Background: an optimization exercise with open tools, aiming at small area. Do not read the settings as production practice.
RTL that was checked went through simulation tests only; none was proved equivalent to the original.
The flow treats the clock pin as an ideal source, which a real chip does not have.
Power and IR drop assume default switching activity.

Design datapath_32, start of the top module:
module datapath_32(input clk,rst,
  output [31:0]imem_addr,input [31:0]imem_data,
  output [31:0]dmem_addr,output [31:0]dmem_wdata,output dmem_we,input [31:0]dmem_rdata,
  output halted,
  output retire_valid,output [31:0]retire_pc,output retire_we,output [4:0]retire_rd,output [31:0]retire_data);
localparam [4:0] S_INIT=0, S_A=1, S_B=2, S_C=3, S_L=4, S_H=5, S_COPY=6, S_SH=7, S_LD=8,
                 S_FIN=9, S_LNA=10, S_HALT=11,
                 S_PCN=16, S_PCB=17, S_PCJ=18, S_PCR=19, S_PCK=20;
reg [4:0] st;
reg [4:0] ph;
reg [4:0] it;             
reg c;                    
reg d;                    
reg f;                    
reg [31:0] hi, lo, t1, t2, pc;
wire [31:0] ins = imem_data;
wire [5:0] op = ins[31:26];
wire [4:0] rs = ins[25:21];
wire [4:0] rt = ins[20:16];
wire [4:0] rd = ins[15:11];
wire [5:0] fn = ins[5:0];
wire ph0 = (ph == 5'd0);
wire ph31 = (ph == 5'd31);
wire op_r0 = (op == 6'h00);
wire op_r1 = (op == 6'h01);
wire op_r2 = (op == 6'h02);
wire rtype = op_r0 | op_r1 | op_r2;
wire immalu = (op == 6'h03) | (op == 6'h04) | (op == 6'h05) | (op == 6'h06) | (op == 6'h07) | (op == 6'h2f);
  ...
Size in the first run: ~1200 flip-flops, about 240 I/O pins.
Settings: LEC_CHECK=0, CAP_MARGIN=20, CORE_MARGIN=2, CORE_UTILIZATION=40, SETUP_SLACK_MARGIN=3, SLEW_MARGIN=20; clock period 135.0 ns.
standard.sh (not shown) runs the stock make flow with config.mk's settings and CLKGATE_MAP_FILE= SYNTH_SCRIPT=/design/flow/synth_recipe.tcl, a recipe that flattens the netlist after the stock synthesis.
==> flow/flow/run.sh <==
#!/bin/bash
set -euo pipefail
bash standard.sh \
  "BUFFER_PORTS_ARGS=-buffer_cell sky130_fd_sc_hd__buf_1" \
  "CTS_ARGS=-sink_clustering_enable -repair_clock_nets -dont_use_dummy_load -buf_list sky130_fd_sc_hd__clkbuf_16 -sink_clustering_size 36 -sink_clustering_max_diameter 100" \
  finish > orfs_flow.log 2>&1
Next try:
==> flow/run.sh (new file) <==
#!/bin/bash
# synth_recipe.tcl (not shown) runs the flow's synth.tcl, then flattens the netlist and writes it again
# the make line also repeats each setting of config.mk as NAME=value (left out here)
make -C /OpenROAD-flow-scripts/flow DESIGN_CONFIG=/design/flow/config.mk WORK_HOME=/design/flow/orfs CLKGATE_MAP_FILE= SYNTH_SCRIPT=/design/flow/synth_recipe.tcl finish
removed: flow/flow/run.sh
removed: flow/standard.sh
Clock skew went down by 40 ps.
Hold slack gains 24 ps.
Non-clock buffer count went down by 4.
Total power went up by 29%.
Wire length increases by 2.7%.
Next try:
==> flow/flow/run.sh (new file) <==
#!/bin/bash
# Standard ORFS layout, with the port buffers made of the smallest buffer cell and a
# clock tree without dummy loads.
set -euo pipefail
bash standard.sh \
  "BUFFER_PORTS_ARGS=-buffer_cell sky130_fd_sc_hd__buf_1" \
  "CTS_ARGS=-sink_clustering_enable -repair_clock_nets -dont_use_dummy_load" \
  finish > orfs_flow.log 2>&1
==> flow/standard.sh (new file) <==
#!/bin/bash
# synth_recipe.tcl (not shown) runs the flow's synth.tcl, then flattens the netlist and writes it again
# the make line also repeats each setting of config.mk as NAME=value (left out here)
make -C /OpenROAD-flow-scripts/flow DESIGN_CONFIG=/design/flow/config.mk WORK_HOME=/design/flow/orfs CLKGATE_MAP_FILE= SYNTH_SCRIPT=/design/flow/synth_recipe.tcl "${@:-finish}"
removed: flow/run.sh
Wire length barely changes; worst hold slack is about the same; core utilization decreases by 3.3 points; worst setup slack improved by 1300 ps; design area decreases by about 7%; global-route usage is about the same; die area is unchanged; clock skew increases by 11 ps; maximum frequency increases by about 2.2%; non-clock buffer count increases by 4.
Function was not checked in any run of this note: the RTL went through the layout flow alone.

========
the previous run:
datapath_32, a different RTL version from the one above (not shown whole).
Size in the first run: ~1900 cells after synthesis, about 1200 flip-flops, roughly 240 I/O pins.
## datapath_32
module datapath_32(input clk,rst,
  output [31:0]imem_addr,input [31:0]imem_data,
  output [31:0]dmem_addr,output [31:0]dmem_wdata,output dmem_we,input [31:0]dmem_rdata,
  output halted,
  output retire_valid,output [31:0]retire_pc,output retire_we,output [4:0]retire_rd,output [31:0]retire_data);
clock: 135.0 ns
lec_check: 0
cap_margin: 20
core_margin: 2
core_utilization: 40
setup_slack_margin: 3
slew_margin: 20
==> flow/flow/run.sh <==
#!/bin/bash
# The standard ORFS layout (the standard.sh) with two changes: the port buffers are the
# smallest buffer cell, and the clock tree is built from clkbuf_16 clusters of up to 36 sinks,
# without dummy loads. ORFS's full output goes to orfs_flow.log.
set -euo pipefail
bash standard.sh \
  "BUFFER_PORTS_ARGS=-buffer_cell sky130_fd_sc_hd__buf_1" \
  "CTS_ARGS=-sink_clustering_enable -repair_clock_nets -dont_use_dummy_load -buf_list sky130_fd_sc_hd__clkbuf_16 -sink_clustering_size 36 -sink_clustering_max_diameter 100" \
  finish > orfs_flow.log 2>&1
[inputs] the current run vs the previous run
Settings: clearing SETUP_SLACK_MARGIN, which used to be 3; putting PLACE_DENSITY at 0.6 where nothing was set.
==> flow/flow/run.sh <==
#!/bin/bash
set -euo pipefail
bash standard.sh \
  "BUFFER_PORTS_ARGS=-buffer_cell sky130_fd_sc_hd__buf_1" \
  "CTS_ARGS=-sink_clustering_enable -repair_clock_nets -dont_use_dummy_load -buf_list sky130_fd_sc_hd__clkbuf_16 -sink_clustering_size 38 -sink_clustering_max_diameter 90" \
  finish > orfs_flow.log 2>&1
## What came out
Per the comparison of the current run with the previous run, detail-routed via count per cell fell about 0.37%, proportion of synthesized flip-flops having asynchronous set or reset roughly the same, wire length closely matched the old numbers, minimum setup slack in the final design saw a decrease. Looking at the current run and the previous run, the total power is a wash. Going from the previous run to the current run, the arrival time reported for the critical path endpoint was found to have gone up by 40 ps.

========
run A:
datapath_32, a different RTL version from the one above (not shown whole).
Design datapath_32, start of the top module:
module datapath_32(input clk,rst,
  output [31:0]imem_addr,input [31:0]imem_data,
  output [31:0]dmem_addr,output [31:0]dmem_wdata,output dmem_we,input [31:0]dmem_rdata,
  output halted,
  output retire_valid,output [31:0]retire_pc,output retire_we,output [4:0]retire_rd,output [31:0]retire_data);
clock: 135.0 ns
lec_check: 0
cap_margin: 20
core_margin: 2
core_utilization: 40
slew_margin: 20
==> flow/flow/run.sh <==
#!/bin/bash
# Own layout flow:
#  1. the standard synthesis (standard.sh synth), unchanged;
#  2. the combinational logic of its netlist is mapped again by ABC with an area script
#     (flow/remap.tcl, flow/remap.abc); every flip-flop keeps its cell and instance name;
#  3. the rest of the standard ORFS flow (standard.sh finish) from that netlist, with the
#     port buffers made of the smallest buffer cell and a clock tree of clkbuf_16 clusters
#     of up to 36 sinks without dummy loads.
# Each tool's full output goes to a log file in this folder.
set -euo pipefail
ARGS=(
  "BUFFER_PORTS_ARGS=-buffer_cell sky130_fd_sc_hd__buf_1"
  "CTS_ARGS=-sink_clustering_enable -repair_clock_nets -dont_use_dummy_load -buf_list sky130_fd_sc_hd__clkbuf_16 -sink_clustering_size 36 -sink_clustering_max_diameter 100"
)
bash standard.sh "${ARGS[@]}" synth > orfs_synth.log 2>&1

PLAT=${FLOW_PLATFORM:-sky130hd}
R=orfs/results/$PLAT/datapath_32/base
PDIR=$FLOW_HOME/platforms/$PLAT
YOSYS=$FLOW_HOME/../tools/install/yosys/bin/yosys
[[ -x $YOSYS ]] || YOSYS=$(command -v yosys)
cp $R/1_2_yosys.v $R/1_2_yosys_standard.v
REMAP_LIB=$PDIR/lib/sky130_fd_sc_hd__tt_025C_1v80.lib \
REMAP_IN=$R/1_2_yosys_standard.v \
REMAP_OUT=$R/1_2_yosys_remap.v \
REMAP_TOP=${FLOW_TOP:-datapath_32} \
REMAP_SCRIPTS="$(ls $PWD/flow/remap*.abc | tr "\n" " ")" \
REMAP_DONT_USE="$(sed -n '/DONT_USE_CELLS/,/^#/p' $PDIR/config.mk | grep -o 'sky130_fd_sc_hd__[a-z0-9_]*' | sort -u | tr '\n' ' ')" \
  $YOSYS -c flow/remap.tcl > remap.log 2>&1
cp $R/1_2_yosys_remap.v $R/1_2_yosys.v
rm -f $R/1_synth.odb

bash standard.sh "${ARGS[@]}" finish > orfs_flow.log 2>&1
Other scripts of this flow, unchanged in this note and not shown: flow/flow/remap.tcl, flow/flow/remap1.abc, flow/flow/remap2.abc, flow/flow/remap3.abc, flow/flow/remap4.abc, flow/flow/remap5.abc, flow/flow/remap6.abc
Per the final summary, run A finished and its layout is clean on timing, DRC and antenna.
> inputs changed (run A -> run B)
- putting ABC_AREA at 1 where nothing was set
diff --git a/flow/flow/run.sh b/flow/flow/run.sh
--- a/flow/flow/run.sh
+++ b/flow/flow/run.sh
@@ -12,0 +13 @@
+  "POST_CTS_TCL=$PWD/flow/post_cts.tcl"
==> flow/flow/post_cts.tcl (new file) <==
# After CTS: clock-tree leaf buffers that drive few flip-flops are swapped for smaller
# clock buffers (clkbuf_8 up to 16 sinks, clkbuf_4 up to 7), then placement is legalised.
set n_small 0
foreach inst [get_cells *] {
  set ref [get_property $inst ref_name]
  if {$ref ne "sky130_fd_sc_hd__clkbuf_16"} { continue }
  set out [get_pins -of_objects $inst -filter "direction == output"]
  set net [get_nets -of_objects $out]
  set loads 0
  set to_flops 1
  foreach p [get_pins -of_objects $net -filter "direction == input"] {
    incr loads
    set lc [get_property [get_property $p cell] ref_name]
    if {![string match "*df*" $lc]} { set to_flops 0 }
  }
  if {!$to_flops} { continue }
  if {$loads <= 7} {
    replace_cell $inst sky130_fd_sc_hd__clkbuf_4
    incr n_small
  } elseif {$loads <= 16} {
    replace_cell $inst sky130_fd_sc_hd__clkbuf_8
    incr n_small
  }
}
puts "post_cts: resized $n_small clock buffers"
detailed_placement
check_placement -verbose
[summary]
- Run B did not finish; a tool error ended it in 4_1_cts.
- In the flow results for run B and run A, the gate count of the mapped netlist is larger on run A.
- Run A and run B ended up with roughly the same die extent in x.
- Compared to run A, run B has instance count after placement with tap cells included 15 lower.
Changes in run C relative to run B:
diff --git a/flow/flow/run.sh b/flow/flow/run.sh
--- a/flow/flow/run.sh
+++ b/flow/flow/run.sh
@@ -13 +12,0 @@
-  "POST_CTS_TCL=$PWD/flow/post_cts.tcl"
==> flow/flow/remap7.abc (new file) <==
strash
&get -n
&deepsyn -T 60 -S 7
&put
dch -f
map -a
strash
dch -f
map -a
amap
topo
==> flow/flow/remap8.abc (new file) <==
strash
&get -n
&deepsyn -T 120 -S 3
&put
dch -f
map -a
strash
dch -f
map -a
amap
topo
removed: flow/flow/post_cts.tcl
Findings:
Run C went all the way through the flow, and no timing, DRC or antenna check failed.
Taking run B as the reference, in run C vertical die dimension level, pre-CTS setup slack moved up, standard cell area after detailed placement moved down, net count of the mapped netlist moved down, number of placed instances, taps included moved down.
The number of instances in the synthesized netlist in run C was lower than what run B gave.
From run B to run C the numbers moved as follows: die width saw little to no change; area after synthesis saw a decrease; routability congestion estimate from global placement increased 0.088.

========
The RTL this note starts from:
==> flow/design.v <==
`timescale 1ns / 1ps
module datapath_32(input clk,rst,
  output [31:0]imem_addr,input [31:0]imem_data,
  output [31:0]dmem_addr,output [31:0]dmem_wdata,output dmem_we,input [31:0]dmem_rdata,
  output halted,
  output retire_valid,output [31:0]retire_pc,output retire_we,output [4:0]retire_rd,output [31:0]retire_data);
localparam [3:0] S_INIT=0, S_A=1, S_B=2, S_LOOP=3, S_Q=4, S_FIN=5, S_LNA=6, S_HALT=7,
                 S_PCN=8, S_PCB=9, S_PCJ=10, S_PCR=11, S_PCK=12;
reg [3:0] st;
reg [4:0] ph;
reg [4:0] it;             
reg c;                    
reg d;                    
reg e;                    
reg f;                    
reg [31:0] hi, lo, t1, t2, pc;
wire [31:0] ins = imem_data;
wire [5:0] op = ins[31:26];
wire [4:0] rs = ins[25:21];
wire [4:0] rt = ins[20:16];
wire [4:0] rd = ins[15:11];
wire [5:0] fn = ins[5:0];
wire ph0 = (ph == 5'd0);
wire ph31 = (ph == 5'd31);
wire op_r0 = (op == 6'h00);
wire op_r1 = (op == 6'h01);
wire op_r2 = (op == 6'h02);
wire rtype = op_r0 | op_r1 | op_r2;
wire immalu = ((op[5:3] == 3'b000) & (op[2:0] >= 3'd3)) | (op == 6'h2f);
wire op_lw = (op == 6'h08);
wire op_sw = (op == 6'h09);
wire op_li = (op == 6'h0a);
wire op_mov = (op == 6'h0b);
wire op_lna = (op == 6'h0c);
wire op_lui = (op == 6'h19);
wire op_br = (op[5:3] == 3'b010) & (op[2:1] != 2'b11);
wire op_j = (op == 6'h20);
wire op_jr = (op == 6'h21);
wire op_mfhi = (op == 6'h23);
wire op_mflo = (op == 6'h24);
wire op_md = (op == 6'h38);
wire op_hlt = (op == 6'h3f);
wire [5:0] ef = (op == 6'h2f) ? 6'h30 : immalu ? {3'b000, op[2:0] - 3'd2} : fn;
wire is_mul = (rtype & (fn == 6'd9)) | (op_md & (fn == 6'd1));
wire is_div = (rtype & (fn == 6'd10)) | (op_md & (fn == 6'd2));
wire is_md = op_md | is_mul | is_div;
wire is_sll = rtype & (fn == 6'd8);
wire is_srl = rtype & (fn == 6'd11);
wire is_sh = is_sll | is_srl;
wire is_slt = (rtype | immalu) & (ef == 6'h30);
wire is_sub = (ef == 6'd2) | is_slt | op_br;
wire immsrc = immalu | op_r2;                  
wire writes = rtype | immalu | op_lw | op_li | op_lui | op_lna | op_mov | op_mfhi | op_mflo;
wire [4:0] dst = (op_r0 | op_r2) ? rd : (op_r1 | immalu | op_lw) ? rt : rs;
wire [15:0] ilo = ins[15:0];
wire [9:0] ihi = ins[25:16];
wire [4:0] isa = ins[9:5];
wire m16 = ilo[ph[3:0]];
wire mhi = (ph[3:0] < 4'd10) & ihi[ph[3:0]];
wire msh = (ph < 5) & isa[ph[2:0]];
reg immb;
always @(*) begin
  if (op_r2) immb = msh;
  else if (op_li) immb = (ph < 21) & (ph[4] ? mhi : m16);
  else if (op_j) immb = (ph < 26) & (ph[4] ? mhi : m16);
  else if (op_lui) immb = ph[4] & m16;
  else immb = ~ph[4] & m16;
end
wire sA = (st == S_A), sB = (st == S_B), sLOOP = (st == S_LOOP), sQ = (st == S_Q);
wire sLNA = (st == S_LNA), init = (st == S_INIT), sFIN = (st == S_FIN);
wire sPC = st[3];
wire sMD = sLOOP & is_md;
wire use_rs = (sA & (op_lw | op_sw | op_jr | is_div)) | (sB & ~op_sw) | (sMD & is_mul);
wire [4:0] raddr = use_rs ? rs : rt;
wire [31:0] taps;
wire rp = taps[raddr];
wire bsrc = immsrc ? immb : rp;                
wire pc0 = pc[0];
wire mbit = ph0 ? t2[0] : f;                   
wire phi = ph31 ? e : t1[1];                   
reg ax, ay, ac0;
always @(*) begin
  ax = rp; ay = t1[0] ^ is_sub; ac0 = is_sub;    
  if (sPC | sLNA) begin
    ax = pc0; ay = (st == S_PCB) & t2[30]; ac0 = 1'b0;
  end else if (sFIN) begin
    ax = is_div ? t1[0] : phi; ay = is_div & f & rp; ac0 = 1'b0;
  end else if (sMD & is_div) begin
    ax = ph0 ? t2[31] : d; ay = bsrc ^ ~f; ac0 = ~f;
  end else if (sMD) begin
    ax = phi; ay = mbit & rp; ac0 = 1'b0;
  end else if (sA) begin
    ax = rp & ~(immsrc | is_md); ay = immb & (immsrc | op_lw | op_sw) & ~is_md; ac0 = 1'b0;
  end
end
wire cin = (ph0 ? ac0 : c) | ((sPC | sLNA) & (ph == 5'd2));
wire sum = ax ^ ay ^ cin;
wire cout = (ax & ay) | (ax & cin) | (ay & cin);
reg res;
always @(*) begin
  if (op_sw) res = rp;
  else if (op_br) res = immb;
  else if (is_sh) res = ~f & rp;
  else case (ef)
    6'd1, 6'd2: res = sum;
    6'd3: res = rp & t1[0];
    6'd4: res = rp | t1[0];
    6'd5: res = rp ^ t1[0];
    6'd6: res = ~rp;
    default: res = 1'b0;
  endcase
end
wire neq = (~ph0 & f) | (rp ^ t1[0]);
wire ge = cout;
reg tk;
always @(*) begin
  case (op[2:0])
    3'd0: tk = ~neq;
    3'd1: tk = neq;
    3'd2: tk = ge & neq;
    3'd3: tk = ge;
    3'd4: tk = ~ge;
    default: tk = ~ge | ~neq;
  endcase
end
wire t1in = (sA | sMD) ? sum : t1[0];
reg t2in;
always @(*) begin
  t2in = t2[0];
  case (st)
    S_A: begin
      if (op_mfhi) t2in = hi[0];
      else if (op_mflo) t2in = lo[0];
      else if (op_li | op_lui | op_j | op_br) t2in = immb;
      else if (is_md) t2in = (is_mul & bsrc) | (is_div & rp);
      else t2in = rp;
    end
    S_B: t2in = res;
    S_LOOP: begin
      if (is_md) t2in = is_div ? (ph0 ? ~f : e) : (ph31 ? t1[1] : t2[1]);
      else if (op_lw) t2in = ph0 ? dmem_rdata[~it] : e;
      else t2in = is_sll ? (~ph0 & e) : (~ph31 & t2[1]);
    end
    S_Q: t2in = ph0 ? ~f : e;
    S_LNA: t2in = sum;
    default: ;
  endcase
end
reg kbit;
always @(*) begin
  case (it[2:0])
    3'd0: kbit = (ph == 5'd0);
    3'd1: kbit = (ph == 5'd1);
    3'd2: kbit = 1'b1;
    3'd3: kbit = (ph == 5'd2);
    3'd4: kbit = (ph == 5'd0) | (ph == 5'd2);
    3'd5: kbit = (ph == 5'd1) | (ph == 5'd2);
    3'd6: kbit = (ph <= 5'd2);
    default: kbit = (ph[1:0] == 2'd1);
  endcase
end
wire khi = (ph == 5'd1) | (ph == 5'd4) | (ph == 5'd5);    
wire klo = (ph == 5'd1) | (ph == 5'd2) | (ph == 5'd4);    
wire wen = init | (sFIN & writes);
wire [4:0] waddr = init ? {2'b00, it[2:0]} : dst;
wire wbit = init ? kbit : t2[0];
genvar g;
generate
  for (g = 0; g < 32; g = g + 1) begin : R
    reg [31:0] q;
    always @(posedge clk) q <= {(wen && waddr == g) ? wbit : q[0], q[31:1]};
    assign taps[g] = q[0];
  end
endgenerate
always @(posedge clk) begin
  hi <= {init ? khi : (sFIN & op_md) ? sum : hi[0], hi[31:1]};
  lo <= {init ? klo : (sFIN & op_md) ? t2[0] : lo[0], lo[31:1]};
  t1 <= {t1in, t1[31:1]};
  t2 <= {t2in, t2[31:1]};
end
reg pcin;
always @(*) begin
  case (st)
    S_PCJ: pcin = (ph < 28) ? t2[30] : sum;
    S_PCR: pcin = t2[0];
    S_PCK, S_LNA: pcin = pc0;
    S_INIT: pcin = 1'b0;
    default: pcin = sum;
  endcase
end
wire pc_en = sPC | init | sLNA;
always @(posedge clk)
  if (pc_en) pc <= {pcin, pc[31:1]};
wire [4:0] it_inc = it + 5'd1;
wire it_last = (it == 5'd31);
always @(posedge clk) begin
  c <= cout;
  d <= t1[0];
  if ((sMD | sFIN) & ~is_div) begin
    if (sMD & ph31) e <= cout;
  end else if (sA) e <= 1'b0;
  else e <= t2[0];
  if (sA) f <= is_sh & ((~ph0 & f) | (bsrc & (ph >= 5)));
  else if (sB & op_br) f <= neq;
  else if (sB & is_slt) f <= cout;
  else if (sMD & is_div & ph31) f <= t1[0] ^ ~f ^ cout;
  else if (sMD & is_mul & ph0) f <= t2[0];
  if (rst) begin
    st <= S_INIT;
    ph <= 5'd0;
    it <= 5'd0;
  end else begin
    ph <= ph + 5'd1;
    if (ph31) begin
      case (st)
        S_INIT: begin
          it <= it_inc;
          if (it == 5'd7) st <= S_A;
        end
        S_A: begin
          it <= 5'd0;
          if (is_md) st <= (is_mul | is_div) ? S_LOOP : S_FIN;
          else if (rtype | immalu | op_sw | op_br) st <= S_B;
          else if (op_lw) st <= S_LOOP;
          else if (op_li | op_lui | op_mov | op_mfhi | op_mflo) st <= S_FIN;
          else if (op_lna) st <= S_LNA;
          else if (op_j) st <= S_PCJ;
          else if (op_jr) st <= S_PCR;
          else if (op_hlt) st <= S_PCK;
          else st <= S_PCN;
        end
        S_B: begin
          if (is_slt) st <= S_Q;
          else if (is_sh) st <= (f | (t1[5:1] == 5'd0)) ? S_FIN : S_LOOP;
          else if (op_sw) st <= S_PCN;
          else if (op_br) st <= tk ? S_PCB : S_PCN;
          else st <= S_FIN;
        end
        S_LOOP: begin
          it <= it_inc;
          if (is_sh ? (it_inc == t1[5:1]) : it_last) st <= is_div ? S_Q : S_FIN;
        end
        S_Q: st <= S_FIN;
        S_FIN: st <= S_PCN;
        S_LNA: st <= S_FIN;
        S_PCK: st <= S_HALT;
        S_HALT: st <= S_HALT;
        default: st <= S_A;    
      endcase
    end
  end
end
assign imem_addr = pc;
assign retire_pc = pc;
assign dmem_addr = t1;
assign dmem_wdata = t2;
assign retire_data = t2;
assign retire_valid = sPC & ph0;
assign dmem_we = (st == S_PCN) & ph0 & op_sw;
assign retire_we = writes;
assign retire_rd = dst;
assign halted = (st == S_HALT);
endmodule
clock: 135.0 ns
lec_check: 0
abc_area: 1
cap_margin: 20
core_margin: 2
core_utilization: 40
slew_margin: 20
==> flow/flow/run.sh <==
#!/bin/bash
# Own layout flow:
#  1. the standard synthesis (standard.sh synth), unchanged;
#  2. the combinational logic of its netlist is mapped again by ABC with an area script
#     (flow/remap.tcl, flow/remap.abc); every flip-flop keeps its cell and instance name;
#  3. the rest of the standard ORFS flow (standard.sh finish) from that netlist, with the
#     port buffers made of the smallest buffer cell and a clock tree of clkbuf_16 clusters
#     of up to 36 sinks without dummy loads.
# Each tool's full output goes to a log file in this folder.
set -euo pipefail
ARGS=(
  "BUFFER_PORTS_ARGS=-buffer_cell sky130_fd_sc_hd__buf_1"
  "CTS_ARGS=-sink_clustering_enable -repair_clock_nets -dont_use_dummy_load -buf_list sky130_fd_sc_hd__clkbuf_8 -sink_clustering_size 20 -sink_clustering_max_diameter 80"
)
bash standard.sh "${ARGS[@]}" synth > orfs_synth.log 2>&1

PLAT=${FLOW_PLATFORM:-sky130hd}
R=orfs/results/$PLAT/datapath_32/base
PDIR=$FLOW_HOME/platforms/$PLAT
YOSYS=$FLOW_HOME/../tools/install/yosys/bin/yosys
[[ -x $YOSYS ]] || YOSYS=$(command -v yosys)
cp $R/1_2_yosys.v $R/1_2_yosys_standard.v
REMAP_LIB=$PDIR/lib/sky130_fd_sc_hd__tt_025C_1v80.lib \
REMAP_IN=$R/1_2_yosys_standard.v \
REMAP_OUT=$R/1_2_yosys_remap.v \
REMAP_TOP=${FLOW_TOP:-datapath_32} \
REMAP_SCRIPTS="$(ls $PWD/flow/remap*.abc | tr "\n" " ")" \
REMAP_DONT_USE="$(sed -n '/DONT_USE_CELLS/,/^#/p' $PDIR/config.mk | grep -o 'sky130_fd_sc_hd__[a-z0-9_]*' | sort -u | tr '\n' ' ')" \
  $YOSYS -c flow/remap.tcl > remap.log 2>&1
cp $R/1_2_yosys_remap.v $R/1_2_yosys.v
rm -f $R/1_synth.odb

bash standard.sh "${ARGS[@]}" finish > orfs_flow.log 2>&1
==> flow/flow/remap.tcl <==
# Re-map the combinational logic of the standard synthesis netlist for area.
# Every cell with a state element (flip-flops, latches) is kept as it is, with its instance
# name, so the registers stay those of the standard synthesis; the rest is turned back into
# gates and mapped again by ABC with several area-oriented scripts (no buffering or
# upsizing, which a 135 ns clock does not need); the smallest result is kept.
yosys -import
set lib $::env(REMAP_LIB)
read_liberty -ignore_miss_func $lib
read_verilog $::env(REMAP_IN)
hierarchy -top $::env(REMAP_TOP)
setattr -mod -set keep_hierarchy 1 {*_df*} {*_edf*} {*_sdf*} {*_sedf*} {*_dl*}
flatten
opt_clean -purge
set dont_use {}
foreach c $::env(REMAP_DONT_USE) { lappend dont_use -dont_use $c }
design -save base
set best_area 1e30
set best_script ""
foreach script $::env(REMAP_SCRIPTS) {
  design -load base
  abc -liberty $lib {*}$dont_use -script $script
  opt_clean -purge
  tee -q -o remap_stat.txt stat -liberty $lib
  set fh [open remap_stat.txt r]
  set st [read $fh]
  close $fh
  set area 1e30
  regexp "Chip area for module '.$::env(REMAP_TOP)': (\[0-9.\]+)" $st -> area
  puts "REMAP $script area $area"
  if {$area < $best_area} { set best_area $area; set best_script $script }
}
puts "REMAP best $best_script area $best_area"
design -load base
abc -liberty $lib {*}$dont_use -script $best_script
opt_clean -purge
hilomap -singleton -hicell sky130_fd_sc_hd__conb_1 HI -locell sky130_fd_sc_hd__conb_1 LO
insbuf -buf sky130_fd_sc_hd__buf_4 A X
splitnets
opt_clean -purge
stat -liberty $lib
select $::env(REMAP_TOP)
write_verilog -selected -noattr -nohex -nodec $::env(REMAP_OUT)
Other scripts of this flow, unchanged in this note and not shown: flow/flow/remap1.abc, flow/flow/remap2.abc, flow/flow/remap3.abc, flow/flow/remap4.abc, flow/flow/remap5.abc
The baseline finished clean.
Change:
--- a/flow/flow/run.sh
+++ b/flow/flow/run.sh
@@ -12,3 +12,3 @@
   "BUFFER_PORTS_ARGS=-buffer_cell sky130_fd_sc_hd__buf_1"
-  "CTS_ARGS=-sink_clustering_enable -repair_clock_nets -dont_use_dummy_load -buf_list sky130_fd_sc_hd__clkbuf_8 -sink_clustering_size 20 -sink_clustering_max_diameter 80"
+  "CTS_ARGS=-sink_clustering_enable -repair_clock_nets -dont_use_dummy_load -buf_list sky130_fd_sc_hd__clkbuf_16 -sink_clustering_size 36 -sink_clustering_max_diameter 100"
 )
--- a/flow/flow/remap.tcl
+++ b/flow/flow/remap.tcl
@@ -15,21 +15,40 @@
 foreach c $::env(REMAP_DONT_USE) { lappend dont_use -dont_use $c }
-design -save base
-set best_area 1e30
-set best_script ""
-foreach script $::env(REMAP_SCRIPTS) {
-  design -load base
-  abc -liberty $lib {*}$dont_use -script $script
+design -save cur
+set cur_area 1e30
+for {set round 0} {$round < 4} {incr round} {
+  set best_area 1e30
+  foreach script $::env(REMAP_SCRIPTS) {
+    design -load cur
+    abc -liberty $lib {*}$dont_use -script $script
+    opt_clean -purge
+    tee -q -o remap_stat.txt stat -liberty $lib
+    set fh [open remap_stat.txt r]
+    set st [read $fh]
+    close $fh
+    set area 1e30
+    foreach {m a} [regexp -all -inline {Chip area for module '[^']*': ([0-9.]+)} $st] {
+      if {$area == 1e30 || $a > $area} { set area $a }
+    }
+    puts "REMAP round $round $script area $area"
+    if {$area < $best_area} { set best_area $area; design -save best }
+  }
+  puts "REMAP round $round best area $best_area"
+  if {$best_area >= $cur_area - 1.0} { break }
+  set cur_area $best_area
+  # start the next round from the best netlist, read again as gates
+  design -load best
+  design -save final
+  select $::env(REMAP_TOP)
+  write_verilog -selected -noattr remap_round.v
+  select -clear
+  design -reset
+  read_liberty -ignore_miss_func $lib
+  read_verilog remap_round.v
+  hierarchy -top $::env(REMAP_TOP)
+  setattr -mod -set keep_hierarchy 1 {*_df*} {*_edf*} {*_sdf*} {*_sedf*} {*_dl*}
+  flatten
   opt_clean -purge
-  tee -q -o remap_stat.txt stat -liberty $lib
-  set fh [open remap_stat.txt r]
-  set st [read $fh]
-  close $fh
-  set area 1e30
-  regexp "Chip area for module '.$::env(REMAP_TOP)': (\[0-9.\]+)" $st -> area
-  puts "REMAP $script area $area"
-  if {$area < $best_area} { set best_area $area; set best_script $script }
+  design -save cur
 }
-puts "REMAP best $best_script area $best_area"
-design -load base
-abc -liberty $lib {*}$dont_use -script $best_script
+design -load final
 opt_clean -purge
==> flow/flow/remap6.abc (new file) <==
strash
&get -n
&deepsyn -T 60 -S 1
&put
dch -f
map -a
strash
dch -f
map -a
amap
topo
Result: Wire length came out lower by 6.4%; via count decreases by 3.9%; cell area went down by 0.36%; non-clock buffer count grows by 1; global-route usage fell by 0.90 points; power increases by 0.95%; clock power rose by about 3%; utilization rose by 0.44 points; setup slack is worse by 370 ps; worst hold slack degrades by 12 ps.
Change:
==> flow/flow/remap.tcl (replaced) <==
# Re-map the combinational logic of the standard synthesis netlist for area.
# Every cell with a state element (flip-flops, latches) is kept as it is, with its instance
# name, so the registers stay those of the standard synthesis; the rest is turned back into
# gates and mapped again by ABC with several area-oriented scripts (no buffering or
# upsizing, which a 135 ns clock does not need); the smallest result is kept.
yosys -import
set lib $::env(REMAP_LIB)
read_liberty -ignore_miss_func $lib
read_verilog $::env(REMAP_IN)
hierarchy -top $::env(REMAP_TOP)
setattr -mod -set keep_hierarchy 1 {*_df*} {*_edf*} {*_sdf*} {*_sedf*} {*_dl*}
flatten
opt_clean -purge
set dont_use {}
foreach c $::env(REMAP_DONT_USE) { lappend dont_use -dont_use $c }
design -save base
set best_area 1e30
set best_script ""
foreach script $::env(REMAP_SCRIPTS) {
  design -load base
  abc -liberty $lib {*}$dont_use -script $script
  opt_clean -purge
  tee -q -o remap_stat.txt stat -liberty $lib
  set fh [open remap_stat.txt r]
  set st [read $fh]
  close $fh
  set area 1e30
  regexp "Chip area for module '.$::env(REMAP_TOP)': (\[0-9.\]+)" $st -> area
  puts "REMAP $script area $area"
  if {$area < $best_area} { set best_area $area; set best_script $script }
}
puts "REMAP best $best_script area $best_area"
design -load base
abc -liberty $lib {*}$dont_use -script $best_script
opt_clean -purge
hilomap -singleton -hicell sky130_fd_sc_hd__conb_1 HI -locell sky130_fd_sc_hd__conb_1 LO
insbuf -buf sky130_fd_sc_hd__buf_4 A X
splitnets
opt_clean -purge
stat -liberty $lib
select $::env(REMAP_TOP)
write_verilog -selected -noattr -nohex -nodec $::env(REMAP_OUT)
removed: flow/flow/remap6.abc
Effect: The new run went through all stages and came out clean. Final cell count stays flat. Critical path depth does not change. Clock-buffer cell count stays the same. Setup slack is better by 350 ps. Routed wire length increases by about 6%. Die area increases by 0.47%. Synthesized cell count decreases by about 0.7%. Design area increases by 0.42%.
Change:
--- a/flow/flow/run.sh
+++ b/flow/flow/run.sh
@@ -12,3 +12,3 @@
   "BUFFER_PORTS_ARGS=-buffer_cell sky130_fd_sc_hd__buf_1"
-  "CTS_ARGS=-sink_clustering_enable -repair_clock_nets -dont_use_dummy_load -buf_list sky130_fd_sc_hd__clkbuf_16 -sink_clustering_size 36 -sink_clustering_max_diameter 100"
+  "CTS_ARGS=-sink_clustering_enable -repair_clock_nets -dont_use_dummy_load -buf_list {sky130_fd_sc_hd__clkbuf_8 sky130_fd_sc_hd__clkbuf_16} -sink_clustering_size 36 -sink_clustering_max_diameter 100"
 )
--- a/flow/flow/remap.tcl
+++ b/flow/flow/remap.tcl
@@ -15,21 +15,40 @@
 foreach c $::env(REMAP_DONT_USE) { lappend dont_use -dont_use $c }
-design -save base
-set best_area 1e30
-set best_script ""
-foreach script $::env(REMAP_SCRIPTS) {
-  design -load base
-  abc -liberty $lib {*}$dont_use -script $script
+design -save cur
+set cur_area 1e30
+for {set round 0} {$round < 4} {incr round} {
+  set best_area 1e30
+  foreach script $::env(REMAP_SCRIPTS) {
+    design -load cur
+    abc -liberty $lib {*}$dont_use -script $script
+    opt_clean -purge
+    tee -q -o remap_stat.txt stat -liberty $lib
+    set fh [open remap_stat.txt r]
+    set st [read $fh]
+    close $fh
+    set area 1e30
+    foreach {m a} [regexp -all -inline {Chip area for module '[^']*': ([0-9.]+)} $st] {
+      if {$area == 1e30 || $a > $area} { set area $a }
+    }
+    puts "REMAP round $round $script area $area"
+    if {$area < $best_area} { set best_area $area; design -save best }
+  }
+  puts "REMAP round $round best area $best_area"
+  if {$best_area >= $cur_area - 1.0} { break }
+  set cur_area $best_area
+  # start the next round from the best netlist, read again as gates
+  design -load best
+  design -save final
+  select $::env(REMAP_TOP)
+  write_verilog -selected -noattr remap_round.v
+  select -clear
+  design -reset
+  read_liberty -ignore_miss_func $lib
+  read_verilog remap_round.v
+  hierarchy -top $::env(REMAP_TOP)
+  setattr -mod -set keep_hierarchy 1 {*_df*} {*_edf*} {*_sdf*} {*_sedf*} {*_dl*}
+  flatten
   opt_clean -purge
-  tee -q -o remap_stat.txt stat -liberty $lib
-  set fh [open remap_stat.txt r]
-  set st [read $fh]
-  close $fh
-  set area 1e30
-  regexp "Chip area for module '.$::env(REMAP_TOP)': (\[0-9.\]+)" $st -> area
-  puts "REMAP $script area $area"
-  if {$area < $best_area} { set best_area $area; set best_script $script }
+  design -save cur
 }
-puts "REMAP best $best_script area $best_area"
-design -load base
-abc -liberty $lib {*}$dont_use -script $best_script
+design -load final
 opt_clean -purge
==> flow/flow/remap6.abc (new file) <==
strash
&get -n
&deepsyn -T 60 -S 1
&put
dch -f
map -a
strash
dch -f
map -a
amap
topo
What happened:
- sequential power hardly moves
- die area shrinks by 0.47%
- routed wire length went down by 5.6%
- clock skew shrinks by 32 ps
- area after synthesis went down by 0.48%
- core utilization climbs by 0.41 points
- count of clock-buffer cells in the layout is unchanged
- setup slack loses 350 ps
- non-clock buffer count rose by 1
- total power hardly moves
- hold slack gets better by 10 ps

-- static timing again, ports no longer ideal --
The flow's constraints put no driver on any port. The routed layouts listed below were extracted and timed again, unchanged, in two steps. Step 1 sets driving cells, clkbuf_16 on the clock port and buf_2 on the other inputs (assumed; they add their load-dependent delay and slew). Step 2 times the ports against the registers' clock, not the clock port: input delays grow and output delays shrink by t, the midpoint of the rising clock arrivals with the driver on. Three values: ideal ports, drivers, drivers and shift; two values: the first two.
run	shift t [ns]	setup WS [ns]	worst setup path after step 2	latest minus earliest clock arrival (ns)	worst register clock-pin slew, ns
the first run of note 1	0.617	78.605 / 78.582 / 78.582	input to output	0.101 / 0.101	0.12 / 0.12
the second run of note 1	0.712	77.342 / 77.315 / 77.315	input to output	0.060 / 0.061	0.07 / 0.07
the third run of note 1	0.678	78.605 / 78.584 / 78.584	input to output	0.078 / 0.077	0.07 / 0.07
the previous run	0.627	78.046 / 77.992 / 77.992	input to output	0.102 / 0.102	0.12 / 0.12
the current run	0.631	78.009 / 77.955 / 77.955	input to output	0.122 / 0.122	0.12 / 0.12
run A	0.635	77.813 / 77.730 / 77.730	input to output	0.081 / 0.081	0.12 / 0.12
run C	0.643	77.780 / 77.736 / 77.736	input to output	0.120 / 0.120	0.13 / 0.13
the first run of note 4	0.682	77.689 / 77.663 / 77.663	input to output	0.111 / 0.112	0.12 / 0.12
the second run of note 4	0.623	77.314 / 77.271 / 77.271	input to output	0.081 / 0.081	0.12 / 0.12
the third run of note 4	0.623	77.664 / 77.638 / 77.638	input to output	0.103 / 0.102	0.12 / 0.12
the fourth run of note 4	0.623	77.314 / 77.271 / 77.271	input to output	0.081 / 0.081	0.12 / 0.12
After both steps setup and hold are still met in every run listed. The setup slack of run A, which loses most, moves by -0.083 ns with the drivers and by -0.083 ns with both steps.
